Source: an optimization exercise on an open RTL-to-GDS flow (aim: small area). Production flows keep margins and buffers that such runs may drop.
Function was checked by simulation only, so behaviour that the tests miss may differ from the original.
Power and IR drop assume default switching activity.

==> flow/design.v, too long to show whole: its modules and the start of the top module <==
// module p_fa: 4 lines
// module p_fac: 4 lines
// module p_ha: 4 lines
// module p_nor2: 3 lines
// module p_or2: 3 lines
// module p_and2: 3 lines
// module p_inv: 3 lines
// module p_xor2: 3 lines
// module p_xnor2: 3 lines
// module p_xor3: 3 lines
// module p_a222oi: 3 lines
// module magnitude_wrapper: 1046 lines
module magnitude_wrapper(
	input aclk,
	input aresetn,
	input s_i_data_valid,
	output reg s_o_data_ready,
	input [31:0] s_i_data,
	output reg m_o_data_valid,
	input m_i_data_ready,
	output [31:0] m_o_data
    );
  // ...
==> flow/run.sh <==
#!/bin/bash
# synth_recipe.tcl (not shown) runs the flow's synth.tcl, then flattens the netlist and writes it again
# the make line also repeats each setting of config.mk as NAME=value (left out here)
make -C /OpenROAD-flow-scripts/flow DESIGN_CONFIG=/design/flow/config.mk WORK_HOME=/design/flow/orfs CLKGATE_MAP_FILE= SYNTH_SCRIPT=/design/flow/synth_recipe.tcl finish
==> flow/config.mk <==
export PLATFORM = sky130hd
export DESIGN_NAME = magnitude_wrapper
export DESIGN_NICKNAME = magnitude_wrapper
export VERILOG_FILES = /design/flow/design.v
export SDC_FILE = /design/flow/constraint.sdc
export NUM_CORES = 4
export LEC_CHECK = 0
export CAP_MARGIN = 20
export CORE_MARGIN = 2
export CORE_UTILIZATION = 40
export SLEW_MARGIN = 20
export SYNTH_HIERARCHICAL = 1
export SYNTH_MINIMUM_KEEP_SIZE = 0
==> flow/constraint.sdc <==
create_clock -name core_clock -period 10.0 [get_ports {aclk}]
set_input_delay 2.0000 -clock core_clock [delete_from_list [all_inputs] [get_ports {aclk}]]
set_output_delay 2.0000 -clock core_clock [all_outputs]
set_load 0.01 [all_outputs]
==> metrics.md, run 1 <==
| Metric | Value |
|---|---|
| Die Y | around 140 µm |
| Main combinational cell family by area after synthesis | adder cells |
| Post-synthesis mux area share | 0% |
| Status | complete, no violations |
| Initial core utilization | between 40 and 50% |
| Worst Hold Launch | start |
| Compound-Gate Fraction of Synth Area | 7.170% |
| Slowest Stage Delay on Critical Path | around 600 ps |
| Hold path cells | 0 |
| Worst setup margin | between 1000 and 1500 ps |
| Yosys reg bits | around 110 |
| Seq pwr share | a little over a fifth |
| Multi-input combinational area share | between 50% and 60% |
| Post-DP HPWL | ~12000 µm |
| Final hold violation count | 0 |
| Met1 GRT Util | 23.42% |
| Placement-stage cell area | roughly 8000 µm² |
| Filler cells | roughly 1600 |
| Post-Syn Area | 7172 µm² |
| Layout buffer count excluding clock buffers | 86 |
| Clock network area share | 3.627% |
| Clock buffer cells | 9 |
| Final #Nets | about 870 |
| Crit-path cells | clkdlybuf4s50_1, a222oi_1, or2_1, fa_1, fa_1, fa_1, fa_1, ha_1, fa_1, fa_1, fa_1, fa_1, fa_1, fa_1, fa_1, fa_1, xnor2_1, a222oi_1 |
| WHS Endpoint | ack |
| Seq group | just under 700 µW |
| Period minus WS final | approximately 8500 ps |
| Placed cells | about 870 |
| Commonest cells after routing, fill and taps aside | fa_1, nor2_1, dfxtp_1 |
| Pins Over Slew Limit | 0 |
==> inputs of run 2 (changes only) <==
==> flow/flow/run.sh (new file) <==
#!/bin/bash
# Standard layout, but the port buffers are the smallest plain buffer.
set -euo pipefail
export BUFFER_PORTS_ARGS="-buffer_cell sky130_fd_sc_hd__buf_1"
bash standard.sh finish > standard_flow.log 2>&1
==> flow/standard.sh (new file) <==
#!/bin/bash
# synth_recipe.tcl (not shown) runs the flow's synth.tcl, then flattens the netlist and writes it again
# the make line also repeats each setting of config.mk as NAME=value (left out here)
make -C /OpenROAD-flow-scripts/flow DESIGN_CONFIG=/design/flow/config.mk WORK_HOME=/design/flow/orfs CLKGATE_MAP_FILE= SYNTH_SCRIPT=/design/flow/synth_recipe.tcl "${@:-finish}"
--- a/flow/config.mk
+++ b/flow/config.mk
@@ -6,8 +6,8 @@
 export NUM_CORES = 4
 export LEC_CHECK = 0
-export CAP_MARGIN = 20
+export CAP_MARGIN = 0
 export CORE_MARGIN = 2
 export CORE_UTILIZATION = 40
-export SLEW_MARGIN = 20
+export SLEW_MARGIN = 0
 export SYNTH_HIERARCHICAL = 1
 export SYNTH_MINIMUM_KEEP_SIZE = 0
removed: flow/run.sh
==> run 2 against run 1 <==
First-iteration DRC count is 41% higher. Global-route usage is 0.23 points higher. Fmax is 4.3% higher. Clock skew is 2.7 ps higher. Combinational power is 4% lower. Highest routed layer unchanged. Largest cell class unchanged. Routed wire length is 0.47% lower. Still clean. Sequential share of layout area is 1.4 points higher. Utilization is 2.4 points lower.
==> metrics.md, run 2 <==
| Metric | Value |
|---|---|
| Worst EP arrival | 8460 ps |
| First-pass GRT wire length | around 27000 µm |
| Initial antenna violation count | 0 |
| Endpoints failing setup | 0 |
| Power per cell area | ~390 nW/µm² |
| Startpoint Class | primary input |
| Htree depth | 3 |
| Biggest regs | cn: 32 flops, p: 32 flops |
| Status | complete, no violations |
| Post-Syn Area | 7172 µm² (unchanged) |
| Clock slew at reported path FFs | 80 ps |
| Hold Crit Class | flip-flop to flip-flop |
| Initial DRC Count | a little under 500 |
| Sequential area share after synthesis | 32.24% |
| Antenna-violating nets left | 0 |
| Diode count | 0 |
| Largest net degree at the start of global routing | 35 |
| Grt ovf | 0 |
| Post-DP HPWL | 11990 µm (+2.3%) |
| Sinks on Clock Net | between 100 and 150 |
| Die X | ~140 µm |
| Fin crit share | about four fifths |
| Post-synth top area cell | fa_1 |
| Vias in the first global route | approximately 5400 |
| Static Leak | 0.003708 µW |
| Commonest cells post-synth | fa_1, nor2_1, dfxtp_1, inv_1, a222oi_1 |
| Final hold violation count | 0 (unchanged) |
| Quantity of I/O buffers inserted on ports | 69 |
| Synth async-reset ratio | 0% |
| Routed wl met3 | 949 µm |
| Yosys reg bits | 107 (unchanged) |
| Core area | 17420 µm² |
| Hold_buf cts | 0 |
| Max IR drop VDD | approximately 0.22 mV |
| Post-CTS setup buffers | 0 |
| Vias per cell | 5.303 |
| Most common cell after layout, fill and taps aside | fa_1 |
| Synth area leaders | fa_1, dfxtp_1, ha_1 |
| Highest Signal Layer | met4 |
| Final #Nets | 875 (+0.11%) |
| Most common flop cell mapped by yosys | dfxtp_1 |
| Post-synth top area share | 37.40% |
| Share of post-route cells with drive strength above 1 | 6.156% |
| Avg WL per Cell | roughly 18 µm |
| Library cells used by synthesis | 19 |
| Layout Area Growth over Synthesis | 12.54% |
| Filler cells | 1625 (+4.8%) |
| Highest achievable clock rate | between 100 and 150 MHz |
| Met2 Wirelength | a little over 8000 µm |
| Worst Setup Path Type | primary input to flip-flop |
| Post-synth net total | 791 |
| M1 wire length | 6716 µm |
| Mean post-synth cell area | 12.43 µm² |
| Max-cap check violation count | 0 |
| Die Y | 137.9 µm (unchanged) |
| Pins Over Slew Limit | 0 (unchanged) |
| Critical Path Sink Type | flip-flop |
| Yosys warns | 7 |
| Initial core utilization | 41.18% (unchanged) |
| TNS Setup | 0 ps |
| Post-synthesis cell count | 577 |
| CTS tree | yes |
| Total track usage | 18.98% |
| DRC | 0 |
| Rel. slew slack | roughly a quarter |
| Ports | 70 |
| Die area | approximately 19000 µm² |
| Row count | 48 |
| Worst slew pin tran | approximately 1100 ps |
| Skew final | approximately 8.8 ps |
| Longest Clk Path Bufs | 2 |
| TritonCTS buffer count | 9 |
| Cells resized by post-CTS repair | 0 |
| Routability congestion estimate | 0.8142 |
| DRT Pass-1 Iters | 5 |
| Final instance area | 8071 µm² |
| Period minus WS final | 8195 ps (-350.5 ps) |
| Clk Latency, worst-skew pair | 370 ps |
| Number of synthesized flops with an enable pin | 17 |
| Count leader, synth | fa_1 |
| RSZ-0062 raised after global routing | no |
| Placement-stage cell area | 7746 µm² (-5.2%) |
| Total wire length | roughly 16000 µm |
| Worst endpoint required time | between 10000 and 15000 ps |
| Commonest cells after routing, fill and taps aside | fa_1, nor2_1, dfxtp_1 |
| Root buffer cell | clkbuf_16 |
| DR vias | 4725 |
| Worst-path maximum fanout | 5 |
| Worst hold slack | 382.6 ps |
[run 2: path summary, 6_finish.rpt]
path | slack, ps | start | to | cells past startpoint
hold / removal | 380 | start | ack | 0
setup reg to reg | 2380 | ack | cn[31] | 19
setup / recovery | 1800 | s_i_data[5] | cn[31] | 18
hold reg to reg | 380 | start | ack | 0
[run 2: cells by family after synthesis]
kind of cell	after synthesis	share of synthesized area (%)
adder cells (fa/ha/maj)	178	45.08
XOR/XNOR	3	0.3664
AND/OR/NAND/NOR	166	10.69
buffers and inverters	71	4.449
flip-flops	107	32.24
AO/OA/AOI/OAI	52	7.170
[run 2: per-stage QoR]
stage	setup slack (ps)	utilization (%)	cells	total power, µW
6_report	1805	46.34	891	3151
5_1_grt	1577	46.34	891	3518
4_1_cts	1785	46.34	891	3206
3_5_place_dp	1377	44.48	875	2799
3_3_place_gp	1522	44.48	875	2721
2_1_floorplan	1255	-	577	2226
[run 2: worst max-delay path: stages]
cell	delay, ps
buf_1	90
a222oi_1	660
nor2_1	150
fa_1	480
fa_1	410
fa_1	510
fa_1	420
ha_1	200
fa_1	380
fa_1	390
fa_1	390
fa_1	400
fa_1	390
fa_1	380
fa_1	380
fa_1	390
xnor2_1	150
a222oi_1	290
[run 2: cell type report]
cell class	count	area, µm²	share of cell area, %
multi-input combinational	399	4544	56.30
sequential	107	2312	28.65
timing repair buffer	87	394.1	4.883
tap	225	281.5	3.488
clock buffer	9	225.2	2.790
inverter	57	214.0	2.651
clock inverter	7	100.1	1.240
[run 2: power by group]
group	leakage (µW)	switching [µW]	total, µW	internal [µW]
clock network	0.000157	180	382	202
logic	0.00263	1130	2070	947
registers	0.000920	51.6	694	643
total	0.00371	1360	3150	1790
[run 2: layer usage]
metal | up-vias | global-route usage, %
li1 | 2105 | -
met1 | 2448 | 23.96
met2 | 149 | 32.62
met3 | 23 | 4.386
met4 | 0 | 5.612
met5 | - | 0
[run 2: per-module statistics from Yosys (local to each module, per instance), excerpt]
| module | flops+latches | area, µm² |
|---|---|---|
| p_inv | 0 | 3.754 |
| p_xor2 | 0 | 8.758 |
| p_a222oi | 0 | 10.01 |
| p_ha | 0 | 12.51 |
| p_fac | 0 | 27.53 |
| magnitude_wrapper | 107 | 2509 |
| p_or2 | 0 | 6.256 |
| p_xnor2 | 0 | 8.758 |
| p_nor2 | 0 | 3.754 |
==> inputs of run 3 (changes only) <==
--- a/flow/config.mk
+++ b/flow/config.mk
@@ -6,8 +6,8 @@
 export NUM_CORES = 4
 export LEC_CHECK = 0
-export CAP_MARGIN = 0
+export CAP_MARGIN = 20
 export CORE_MARGIN = 2
 export CORE_UTILIZATION = 40
-export SLEW_MARGIN = 0
+export SLEW_MARGIN = 20
 export SYNTH_HIERARCHICAL = 1
 export SYNTH_MINIMUM_KEEP_SIZE = 0
==> run 3 against run 2 <==
Worst setup slack got worse by 2.0 ps. Combinational power about the same. Critical path type unchanged. Die area unchanged. Largest power group unchanged. Area after synthesis unchanged. Clock-buffer cell count unchanged.
==> metrics.md, run 3 <==
| Metric | Value |
|---|---|
| Most used cell along the critical path | fa_1 |
| Layout Area Growth over Synthesis | 12.58% (about the same) |
| Post-synthesis cell count | 577 (unchanged) |
| Initial antenna violation count | 0 (unchanged) |
| Yosys reg bits | 107 (unchanged) |
| Antenna-violating nets left | 0 (unchanged) |
| Quantity of I/O buffers inserted on ports | 69 (unchanged) |
| M1 wire length | 6712 µm (about the same) |
| Count leader, synth | fa_1 |
| Row count | 48 (unchanged) |
| Core area | 17420 µm² (unchanged) |
| Static Leak | 0.003708 µW (about the same) |
| Max IR drop VDD | 0.2232 mV (about the same) |
| Cells resized by post-CTS repair | 0 (unchanged) |
| Critical Path Sink Type | flip-flop |
| Longest Clk Path Bufs | 2 (unchanged) |
| Htree depth | 3 (unchanged) |
| Startpoint Class | primary input |
| Die Y | 137.9 µm (unchanged) |
| RSZ-0062 raised after global routing | no |
| CTS tree | yes |
| Pins Over Slew Limit | 0 (unchanged) |
| Final core occ | 46.36% (about the same) |
| Endpoints failing setup | 0 (unchanged) |
| Library cells used by synthesis | 19 (unchanged) |
| Post-synth top area share | 37.40% (unchanged) |
| Crit-path cells | buf_1, a222oi_1, nor2_1, fa_1, fa_1, fa_1, fa_1, ha_1, fa_1, fa_1, fa_1, fa_1, fa_1, fa_1, fa_1, fa_1, xnor2_1, a222oi_1 |
| Highest achievable clock rate | 122.0 MHz (about the same) |
| Routed wl met3 | 941 µm (-0.84%) |
| Synth async-reset ratio | 0% (unchanged) |
| Mean post-synth cell area | 12.43 µm² (unchanged) |
| Die X | 137.9 µm (unchanged) |
| Number of synthesized flops with an enable pin | 17 (unchanged) |
| Post-synth net total | 791 (unchanged) |
| DRT Pass-1 Iters | 5 (unchanged) |
| Sequential area share after synthesis | 32.24% (unchanged) |
| Final hold violation count | 0 (unchanged) |
| Final #Nets | 875 (unchanged) |
| Post-CTS setup buffers | 0 (unchanged) |
| Worst-path maximum fanout | 5 (unchanged) |
| Worst slew pin tran | 850.4 ps (-276.3 ps) |
| Period minus WS final | 8197 ps (+2.010 ps) |
| TNS Setup | 0 ps (unchanged) |
| Placement-stage cell area | 7746 µm² (unchanged) |
| Most common cell after layout, fill and taps aside | fa_1 |
| Vias in the first global route | 5373 (unchanged) |
| Total track usage | 18.98% (unchanged) |
| Final instance area | 8074 µm² (about the same) |
| Rel. slew slack | 43.31% (+19 points) |
| First-pass GRT wire length | 27390 µm (unchanged) |
| Root buffer cell | clkbuf_16 |
| DR vias | 4695 (-0.63%) |
| Grt ovf | 0 (unchanged) |
| Routability congestion estimate | 0.8142 (unchanged) |
| Initial DRC Count | 488 (+1.0%) |
| Largest net degree at the start of global routing | 35 (unchanged) |
| Worst EP arrival | 8460 ps (about the same) |
| Post-Syn Area | 7172 µm² (unchanged) |
| Sinks on Clock Net | 107 (unchanged) |
| Commonest cells after routing, fill and taps aside | fa_1, nor2_1, dfxtp_1 |
| Total wire length | 16120 µm (about the same) |
| Commonest cells post-synth | fa_1, nor2_1, dfxtp_1, inv_1, a222oi_1 |
| Share of post-route cells with drive strength above 1 | 6.306% (+0.15 points) |
| Most common flop cell mapped by yosys | dfxtp_1 |
| Ports | 70 (unchanged) |
| Vias per cell | 5.269 (-0.63%) |
| Yosys warns | 7 (unchanged) |
| Initial core utilization | 41.18% (unchanged) |
| Worst Setup Path Type | primary input to flip-flop |
| TritonCTS buffer count | 9 (unchanged) |
| Buf+Inv Stages, Crit Path | 1 (unchanged) |
| Hold Crit Class | flip-flop to flip-flop |
| Avg WL per Cell | 18.09 µm (about the same) |
| Clock slew at reported path FFs | 80 ps (about the same) |
| Slowest Stage Delay on Critical Path | 660 ps (about the same) |
| Status | complete, no violations |
| Synth area leaders | fa_1, dfxtp_1, ha_1 |
| Die area | 19020 µm² (unchanged) |
| Post-synth top area cell | fa_1 |
| Placed cells | 875 (unchanged) |
| Pwr Total | 3156 µW (+0.15%) |
| Post-DP HPWL | 11990 µm (unchanged) |
| Max-cap check violation count | 0 (unchanged) |
| Worst endpoint required time | 10270 ps (about the same) |
| Largest delay share family, worst path | adder cells |
| Met2 Wirelength | 8137 µm (unchanged) |
| Highest Signal Layer | met4 |
| Diode count | 0 (unchanged) |
| Hold_buf cts | 0 (unchanged) |
| Skew final | 8.500 ps (-0.2811 ps) |
| Power per cell area | 390.9 nW/µm² (+0.12%) |
| DRC | 0 (unchanged) |
| Clk Latency, worst-skew pair | 370 ps (about the same) |
| Crit-path slowest cell | a222oi_1 |
| Final Instance Count excl. Fillers | 891 (unchanged) |
| Fin crit share | 81.97% (about the same) |
| Biggest regs | cn: 32 flops, p: 32 flops |
run 3: cell counts after synthesis:
No cell type changed its count.
run 3: cells by family (layout without fill, tap and decap cells):
family	count (synthesis)	count (layout)	share of synthesized area, %
compound gates	52	52	7.170
xor+xnor	3	3	0.3664
fa+ha+maj	178	178	45.08
buf+inv	71	160	4.449
flops	107	107	32.24
simple gates	166	166	10.69
run 3: path summary, 6_finish.rpt:
path,start,depth (start not counted),slack (ps),endpoint
setup / recovery,s_i_data[5],18,1800,cn[31]
hold / removal,start,0,380,ack
setup reg to reg,ack,19,2710,cn[31]
hold reg to reg,start,0,380,ack
run 3: where the power goes:
group          switching, µW  internal [µW]
registers               51.6            643
logic                   1130            948
clock network            180            202
total                   1360           1790
run 3: layout make-up:
type / instances / area, µm²
Clock buffer: 9 / 225.2
Timing Repair Buffer: 87 / 394.1
Inverter: 57 / 214.0
Fill cell: 1624 / 9343
Sequential cell: 107 / 2312
Tap cell: 225 / 281.5
Clock inverter: 7 / 100.1
Multi-Input combinational cell: 399 / 4547
run 3: layer usage:
layer	GRT usage, %	vias up
met3	4.386	23
li1	-	2104
met4	5.612	0
met1	23.96	2426
met5	0	-
met2	32.62	142
run 3: modules after synthesis (local to each module, per instance), excerpt:
module / copies in the design / area [µm²] / flops+latches / cells inside
p_a222oi: 50 / 10.01 / 0 / 1
p_fa: 134 / 20.02 / 0 / 1
p_nor2: 105 / 3.754 / 0 / 1
p_fac: 1 / 27.53 / 0 / 5
p_ha: 43 / 12.51 / 0 / 1
p_or2: 15 / 6.256 / 0 / 1
p_and2: 34 / 6.256 / 0 / 1
magnitude_wrapper: 1 / 2509 / 107 / 138
p_xnor2: 1 / 8.758 / 0 / 1
p_xor2: 2 / 8.758 / 0 / 1
run 3: per-stage QoR:
stage               hold WS (ps)  setup WS (ps)
floorplan                  360.0           1255
global placement           362.4           1522
detailed placement         376.4           1377
CTS                        387.3           1785
global route               399.6           1577
finish                     382.7           1803
==> inputs of run 4 (changes only) <==
==> flow/flow/run.sh (replaced) <==
#!/bin/bash
# Standard layout, but the port buffers are the smallest plain buffer and
# the clock tree uses smaller buffers without dummy loads.
set -euo pipefail
export BUFFER_PORTS_ARGS="-buffer_cell sky130_fd_sc_hd__buf_1"
export CTS_ARGS="-sink_clustering_enable -repair_clock_nets -dont_use_dummy_load -buf_list sky130_fd_sc_hd__clkbuf_8"
bash standard.sh finish > standard_flow.log 2>&1
==> run 4 against run 3 <==
Power is 5.8% lower. Worst setup slack worse by 2.2 ps. Register-to-register slack worse by 20 ps. Via count is 0.49% lower. Combinational power hardly changed. Final area is 2.5% lower. Flip-flop and latch count stayed put. Area after synthesis stayed put. Clock skew is 22 ps higher. Fmax hardly changed. First-iteration DRC count is 6.1% lower.
==> metrics.md, run 4 <==
| Metric | Value |
|---|---|
| Post-DP HPWL | 11990 µm (unchanged) |
| Compound-Gate Fraction of Synth Area | 7.170% (unchanged) |
| Initial DRC Count | 458 (-6.1%) |
| Worst endpoint required time | 10260 ps (about the same) |
| Quantity of I/O buffers inserted on ports | 69 (unchanged) |
| Final #Nets | 875 (unchanged) |
| Largest net degree at the start of global routing | 35 (unchanged) |
| Root buffer cell | clkbuf_8 |
| Die Y | 137.9 µm (unchanged) |
| Ports | 70 (unchanged) |
| RSZ-0062 raised after global routing | no |
| Skew final | 30.85 ps (+22.35 ps) |
| Simple-Gate Fraction of Synth Area | 10.69% (unchanged) |
| Antenna-violating nets left | 0 (unchanged) |
| Static Leak | 0.003616 µW (-2.5%) |
| Period minus WS final | 8199 ps (+2.230 ps) |
| Avg WL per Cell | 18.17 µm (+0.48%) |
| Commonest cells after routing, fill and taps aside | fa_1, nor2_1, dfxtp_1 |
| Mean post-synth cell area | 12.43 µm² (unchanged) |
| Clock slew at reported path FFs | 110 ps (+30 ps) |
| Sinks on Clock Net | 107 (unchanged) |
| Routability congestion estimate | 0.8142 (unchanged) |
| DRC | 0 (unchanged) |
| Pins Over Slew Limit | 0 (unchanged) |
| Critical Path Sink Type | flip-flop |
| Synth area leaders | fa_1, dfxtp_1, ha_1 |
| Filler cells | 1650 (+1.6%) |
| CTS tree | yes |
| Post-synthesis mux area share | 0% (unchanged) |
| Endpoints failing setup | 0 (unchanged) |
| Diode count | 0 (unchanged) |
| Post-Synth XOR/XNOR Area | 0.3664% (unchanged) |
| Sequential area share after synthesis | 32.24% (unchanged) |
| Rel. slew slack | 41.55% (-1.8 points) |
| Adder-cell share of the synthesized area | 45.08% (unchanged) |
| Worst-path maximum fanout | 3 (-2) |
| Post-synthesis cell count | 577 (unchanged) |
| Highest achievable clock rate | 122.0 MHz (about the same) |
| Power per cell area | 377.7 nW/µm² (-3.4%) |
| Post-CTS setup buffers | 0 (unchanged) |
| DR vias | 4672 (-0.49%) |
| Max-cap check violation count | 0 (unchanged) |
| Placement-stage cell area | 7746 µm² (unchanged) |
| Yosys warns | 7 (unchanged) |
| Die area | 19020 µm² (unchanged) |
| Most common cell after layout, fill and taps aside | fa_1 |
| Longest Clk Path Bufs | 2 (unchanged) |
| Cells resized by post-CTS repair | 0 (unchanged) |
| Final instance area | 7873 µm² (-2.5%) |
| Post-synth top area share | 37.40% (unchanged) |
| Initial antenna violation count | 0 (unchanged) |
| Row count | 48 (unchanged) |
| TNS Setup | 0 ps (unchanged) |
| Post-Syn Area | 7172 µm² (unchanged) |
| Die X | 137.9 µm (unchanged) |
| Worst Setup Path Type | primary input to flip-flop |
| Post-synth net total | 791 (unchanged) |
| Commonest cells post-synth | fa_1, nor2_1, dfxtp_1, inv_1, a222oi_1 |
| Core area | 17420 µm² (unchanged) |
| Vias per cell | 5.285 (+0.30%) |
| Worst setup margin | 1801 ps (-2.230 ps) |
| Number of synthesized flops with an enable pin | 17 (unchanged) |
| Startpoint Class | primary input |
| Vias in the first global route | 5331 (-0.78%) |
| DRT Pass-1 Iters | 8 (+3) |
| Worst EP arrival | 8460 ps (about the same) |
| Fin crit share | 81.99% (about the same) |
| Most common flop cell mapped by yosys | dfxtp_1 |
| Main combinational cell family by area after synthesis | adder cells |
| Initial core utilization | 41.18% (unchanged) |
| Clk Latency, worst-skew pair | 390 ps (+20 ps) |
| Setup WS pre-CTS | 1377 ps (unchanged) |
| Worst slew pin tran | 876.7 ps (+26.29 ps) |
| Final hold violation count | 0 (unchanged) |
| Hold Crit Class | flip-flop to flip-flop |
| Layout Area Growth over Synthesis | 9.770% |
| Count leader, synth | fa_1 |
| First-pass GRT wire length | 27140 µm (-0.91%) |
| Pwr Total | 2973 µW (-5.8%) |
| Post-synth top area cell | fa_1 |
| Yosys reg bits | 107 (unchanged) |
| Library cells used by synthesis | 19 (unchanged) |
| Total wire length | 16070 µm (-0.31%) |
| Share of post-route cells with drive strength above 1 | 5.311% (-1.0 points) |
| Status | complete, no violations |
| TritonCTS buffer count | 9 (unchanged) |
| Max IR drop VDD | 0.2405 mV (+7.8%) |
| Total track usage | 18.73% (-0.25 points) |
| Biggest regs | cn: 32 flops, p: 32 flops |
| Synth async-reset ratio | 0% (unchanged) |
| Htree depth | 3 (unchanged) |
| Grt ovf | 0 (unchanged) |
| Hold_buf cts | 0 (unchanged) |
==> run 4: cell counts after synthesis <==
No cell type changed its count.
==> run 4: modules after synthesis, one instance, submodules excluded, excerpt <==
module	copies in the design	flip-flops and latches	cell area, µm²	cells
p_or2	15	0	6.256	1
p_a222oi	50	0	10.01	1
p_xor2	2	0	8.758	1
p_fa	134	0	20.02	1
p_and2	34	0	6.256	1
p_xnor2	1	0	8.758	1
magnitude_wrapper	1	107	2509	138
p_fac	1	0	27.53	5
==> run 4: routing by layer <==
layer,GRT usage (%),part of all wire (%)
met5,0,0
met4,5.045,1.4
met3,3.801,5.4
met2,32.76,51
met1,23.71,43
==> run 4: final timing paths <==
check / endpoint / from / cells after the start / slack [ps]
setup / recovery: cn[13] / s_i_data[0] / 17 / 1800
hold / removal: ack / start / 0 / 390
setup reg to reg: cn[31] / ack / 19 / 2690
hold reg to reg: ack / start / 0 / 390
==> run 4: power by group <==
group          internal, µW  switching (µW)
Sequential              643            51.7
Combinational           941            1120
Clock                  81.2             136
Total                  1670            1310
==> run 4: kinds of logic (layout without fill, tap and decap cells) <==
family	after synthesis	after routing
compound gates	52	52
xor+xnor	3	3
fa+ha+maj	178	178
buf+inv	71	153
flops	107	107
simple gates	166	166
==> run 4: per-stage QoR <==
stage	hold slack [ps]	util (%)	instances
floorplan	360.0	-	577
global placement	362.4	44.48	875
detailed placement	376.4	44.48	875
CTS	392.5	45.19	884
global route	405.2	45.20	884
finish	387.7	45.20	884
==> run 4: final cells by class <==
type	instances	area [µm²]	share of cell area, %
Sequential cell	107	2312	29.37
Multi-Input combinational cell	399	4547	57.76
Tap cell	225	281.5	3.576
Timing Repair Buffer	87	394.1	5.006
Inverter	57	214.0	2.718
Clock buffer	9	123.9	1.573
==> run 4: critical path: stages <==
cell and delay, ps:
buf_1 100, a222oi_1 740, nor2_1 150, fa_1 470, ha_1 200, fa_1 390, fa_1 420, fa_1 400
fa_1 420, fa_1 410, fa_1 400, fa_1 400, fa_1 400, fa_1 400, fa_1 400, fa_1 460
a222oi_1 300
==> inputs of run 5 (changes only) <==
--- a/flow/config.mk
+++ b/flow/config.mk
@@ -9,4 +9,5 @@
 export CORE_MARGIN = 2
 export CORE_UTILIZATION = 40
+export GPL_TIMING_DRIVEN = 0
 export SLEW_MARGIN = 20
 export SYNTH_HIERARCHICAL = 1
==> run 5 against run 4 <==
Fmax is 6.8% lower. Sequential power hardly changed. First-iteration DRC count is 14% lower. Die area stayed put. Critical path type unchanged. Highest routed layer unchanged. Largest cell class unchanged. Final area is 3.9% higher.
==> metrics.md, run 5 <==
| Metric | Value |
|---|---|
| Max IR drop VDD | 0.2359 mV (-1.9%) |
| Worst EP arrival | 9080 ps (+620 ps) |
| Internal | 1705 µW (+2.4%) |
| Crit-path cells | buf_1, a222oi_1, clkdlybuf4s18_2, buf_2, inv_1, fa_1, fa_1, fa_1, fa_1, ha_1, fa_1, fa_1, fa_1, fa_1, fa_1, fa_1, fa_1, fa_1, xnor2_1, a222oi_1 |
| Commonest cells after routing, fill and taps aside | fa_1, nor2_1, dfxtp_1 |
| Switching share of power | 43.46% (-0.53 points) |
| Slowest Stage Delay on Critical Path | 780 ps (+40 ps) |
| Most common cell after layout, fill and taps aside | fa_1 |
| RSZ-0062 raised after global routing | no |
| Antenna-violating nets left | 0 (unchanged) |
| Clock slew at reported path FFs | 120 ps (about the same) |
| Seq pwr share | 23.1% (-0.3 points) |
| Worst-path maximum fanout | 6 (+3) |
| R2r endpoint | cn[31] |
| Endpoints failing setup | 0 (unchanged) |
| Share of post-route cells with drive strength above 1 | 11.49% (+6.2 points) |
| Hold Crit Class | flip-flop to flip-flop |
| Largest delay share family, worst path | adder cells |
| Yosys reg bits | 107 (unchanged) |
| DR vias | 4822 (+3.2%) |
| Total track usage | 18.93% (+0.20 points) |
| Synth area leaders | fa_1, dfxtp_1, ha_1 |
| Worst endpoint required time | 10290 ps (+30 ps) |
| Clk Latency, worst-skew pair | 400 ps (about the same) |
| Quantity of I/O buffers inserted on ports | 69 (unchanged) |
| NetSw | 1311 µW (+0.23%) |
| Final hold violation count | 0 (unchanged) |
| Vias in the first global route | 5447 (+2.2%) |
| Initial core utilization | 41.18% (unchanged) |
| Library cells used by synthesis | 19 (unchanged) |
| Worst Hold Launch | start |
| Final core occ | 46.97% (+1.8 points) |
| Root buffer cell | clkbuf_8 |
| Sequential area share after synthesis | 32.24% (unchanged) |
| Initial antenna violation count | 0 (unchanged) |
| Core area | 17420 µm² (unchanged) |
| Static Leak | 0.003809 µW (+5.3%) |
| Row count | 48 (unchanged) |
| Fin crit share | 87.98% (+6.0 points) |
| Diode count | 0 (unchanged) |
| Setup WS pre-CTS | 804.3 ps (-573.0 ps) |
| Biggest regs | cn: 32 flops, p: 32 flops |
| Number of synthesized flops with an enable pin | 17 (unchanged) |
| Storage cell area | 2312 µm² (unchanged) |
| Largest net degree at the start of global routing | 37 (+5.7%) |
| Grt ovf | 0 (unchanged) |
| Post-synth top area share | 37.40% (unchanged) |
| Total wire length | 16080 µm (about the same) |
| CTS tree | yes |
| Buf+Inv Stages, Crit Path | 4 (+3) |
| Yosys warns | 7 (unchanged) |
| Ports | 70 (unchanged) |
| DRT Pass-1 Iters | 7 (-1) |
| TritonCTS buffer count | 9 (unchanged) |
| Post-synth top area cell | fa_1 |
| WHS Endpoint | ack |
| Filler cells | 1645 (-0.30%) |
| Initial DRC Count | 394 (-14%) |
| Clock share of power | 7.1% (-0.2 points) |
| Die area | 19020 µm² (unchanged) |
| Post-Syn Area | 7172 µm² (unchanged) |
| Most common flop cell mapped by yosys | dfxtp_1 |
| Period minus WS final | 8798 ps (+598.2 ps) |
| DRC | 0 (unchanged) |
| Skew final | 40.34 ps (+9.487 ps) |
| R2r setup slk | 1900 ps (-790 ps) |
| Longest Clk Path Bufs | 2 (unchanged) |
| Worst R2R Path Depth | 21 (+2) |
| Worst slew pin tran | 1104 ps (+227.5 ps) |
| Post-DP HPWL | 12780 µm (+6.6%) |
| TNS Setup | 0 ps (unchanged) |
| Layout Area Growth over Synthesis | 14.06% |
| Avg WL per Cell | 17.29 µm (-4.9%) |
| Startpoint Class | primary input |
| Worst Setup Path Type | primary input to flip-flop |
| Routability congestion estimate | 0.8004 (-1.7%) |
| Worst R2R Start | ack |
| First-pass GRT wire length | 27590 µm (+1.7%) |
| Multi-input logic area | 4549 µm² (about the same) |
| Rel. slew slack | 26.12% (-15 points) |
| Logic pwr share | 69.8% (+0.4 points) |
| Die Y | 137.9 µm (unchanged) |
| Htree depth | 3 (unchanged) |
| Max-cap check violation count | 0 (unchanged) |
| Most used cell along the critical path | fa_1 |
| Die X | 137.9 µm (unchanged) |
| Number of cells on the critical path | 20 (+3) |
| Cells resized by post-CTS repair | 0 (unchanged) |
| Status | complete, no violations |
| Post-synth net total | 791 (unchanged) |
| Hold_buf cts | 0 (unchanged) |
| Post-CTS setup buffers | 0 (unchanged) |
| Sinks on Clock Net | 107 (unchanged) |
| Highest achievable clock rate | 113.7 MHz (-6.8%) |
| Vias per cell | 5.185 (-1.9%) |
| Synth async-reset ratio | 0% (unchanged) |
| Hold path cells | 0 (unchanged) |
| Power per cell area | 368.7 nW/µm² (-2.4%) |
| Worst setup margin | 1202 ps (-598.2 ps) |
| Mean post-synth cell area | 12.43 µm² (unchanged) |
| Crit-path slowest cell | a222oi_1 |
| Count leader, synth | fa_1 |
| Pins Over Slew Limit | 0 (unchanged) |
| Commonest cells post-synth | fa_1, nor2_1, dfxtp_1, inv_1, a222oi_1 |
| Final #Nets | 921 (+5.3%) |
| Critical Path Sink Type | flip-flop |
| Post-synthesis cell count | 577 (unchanged) |
[run 5: logic make-up after synthesis]
kind of cell / after synthesis / synth area share [%]
flops: 107 / 32.24
fa+ha+maj: 178 / 45.08
compound gates: 52 / 7.170
buf+inv: 71 / 4.449
simple gates: 166 / 10.69
xor+xnor: 3 / 0.3664
[run 5: through the flow]
stage / std cells / total power [µW] / instance area, µm² / hold slack, ps
2_1_floorplan: 577 / 2226 / 7172 / 360.0
3_3_place_gp: 871 / 2731 / 7712 / 363.5
3_5_place_dp: 921 / 2821 / 8056 / 374.4
4_1_cts: 930 / 3059 / 8180 / 391.1
5_1_grt: 930 / 3391 / 8180 / 402.3
6_report: 930 / 3016 / 8180 / 390.0
[run 5: Yosys stat by module, one instance, submodules excluded, excerpt]
| module | cells | area (µm²) |
|---|---|---|
| magnitude_wrapper | 138 | 2509 |
| p_fac | 5 | 27.53 |
| p_ha | 1 | 12.51 |
| p_a222oi | 1 | 10.01 |
| p_xnor2 | 1 | 8.758 |
| p_or2 | 1 | 6.256 |
| p_nor2 | 1 | 3.754 |
| p_inv | 1 | 3.754 |
[run 5: final cells by class]
class	instances	area share [%]
Sequential cell	107	28.27
Inverter	57	2.615
Clock buffer	9	1.514
Buffer	14	1.285
Tap cell	225	3.441
Multi-Input combinational cell	399	55.61
Timing Repair Buffer	119	7.265
[run 5: how the worst max path moves through the flow]
stage,startpoint,end,slack (ps)
2_1_floorplan,s_i_data[14],cn[31],1250
3_3_place_gp,s_i_data[13],cn[31],-120
3_5_place_dp,s_i_data[10],cn[31],800
4_1_cts,s_i_data[10],cn[31],1220
5_1_grt,s_i_data[10],cn[31],850
6_report,s_i_data[10],cn[31],1200
[run 5: worst register-to-register path: cells and delay by family (launching register included)]
family	cells	cell delay [ps]
AO/OA/AOI/OAI	2	690
XOR/XNOR	1	160
adder cells (fa/ha/maj)	13	5140
buffers and inverters	3	560
flip-flops	1	360
AND/OR/NAND/NOR	2	1090
[run 5: per-layer routing]
metal  up-vias  GRT usage [%]  routed length (µm)
met5         -              0                   0
met4         0          4.762                 218
met3        19          3.582                 858
met2       141          32.92                8242
met1      2478          24.46                6758
li1       2184              -                   -
[run 5: power by group through the flow]
| stage | combinational, µW | sequential [µW] | clock [µW] |
|---|---|---|---|
| after CTS | 2140 | 697 | 225 |
| after global placement | 2030 | 701 | 0 |
| after detailed placement | 2120 | 706 | 0 |
| final | 2110 | 696 | 215 |
| after floorplan | 1540 | 689 | 0 |
| after global routing | 2440 | 714 | 238 |

==> static timing again, ports no longer ideal <==
Ports are ideal in the flow. The routed layouts listed here were re-timed in OpenROAD. Step 1 (the two cells are an assumption about what drives the block):
set clk [get_ports {aclk}]
set_driving_cell -lib_cell sky130_fd_sc_hd__clkbuf_16 $clk
set_driving_cell -lib_cell sky130_fd_sc_hd__buf_2 [delete_from_list [all_inputs] $clk]
Step 2 moves the port delays by t, midway between the first and last clock arrival at a register: inputs arrive t later, outputs are due t later. That takes back most of the time a late clock gives input paths. a / b / c = ideal / step 1 / step 2; a / b = the first two.
run	t, ns	slack for setup (ns)	worst register clock-pin slew, ns	worst data-port slew with drivers (ns)	pins driven straight from the clock port
run 1	0.392	1.454 / 1.467 / 1.075	0.08 / 0.08	0.04	1
run 2	0.405	1.805 / 1.819 / 1.414	0.08 / 0.08	0.04	1
run 3	0.404	1.803 / 1.816 / 1.412	0.08 / 0.08	0.04	1
run 4	0.413	1.801 / 1.818 / 1.405	0.11 / 0.11	0.04	1
run 5	0.417	1.202 / 1.211 / 0.793	0.12 / 0.12	0.05	1
After both steps every run listed still meets setup and hold. For run 5, which loses most, drivers alone change the setup slack by +0.009 ns; drivers and shift together by -0.409 ns.
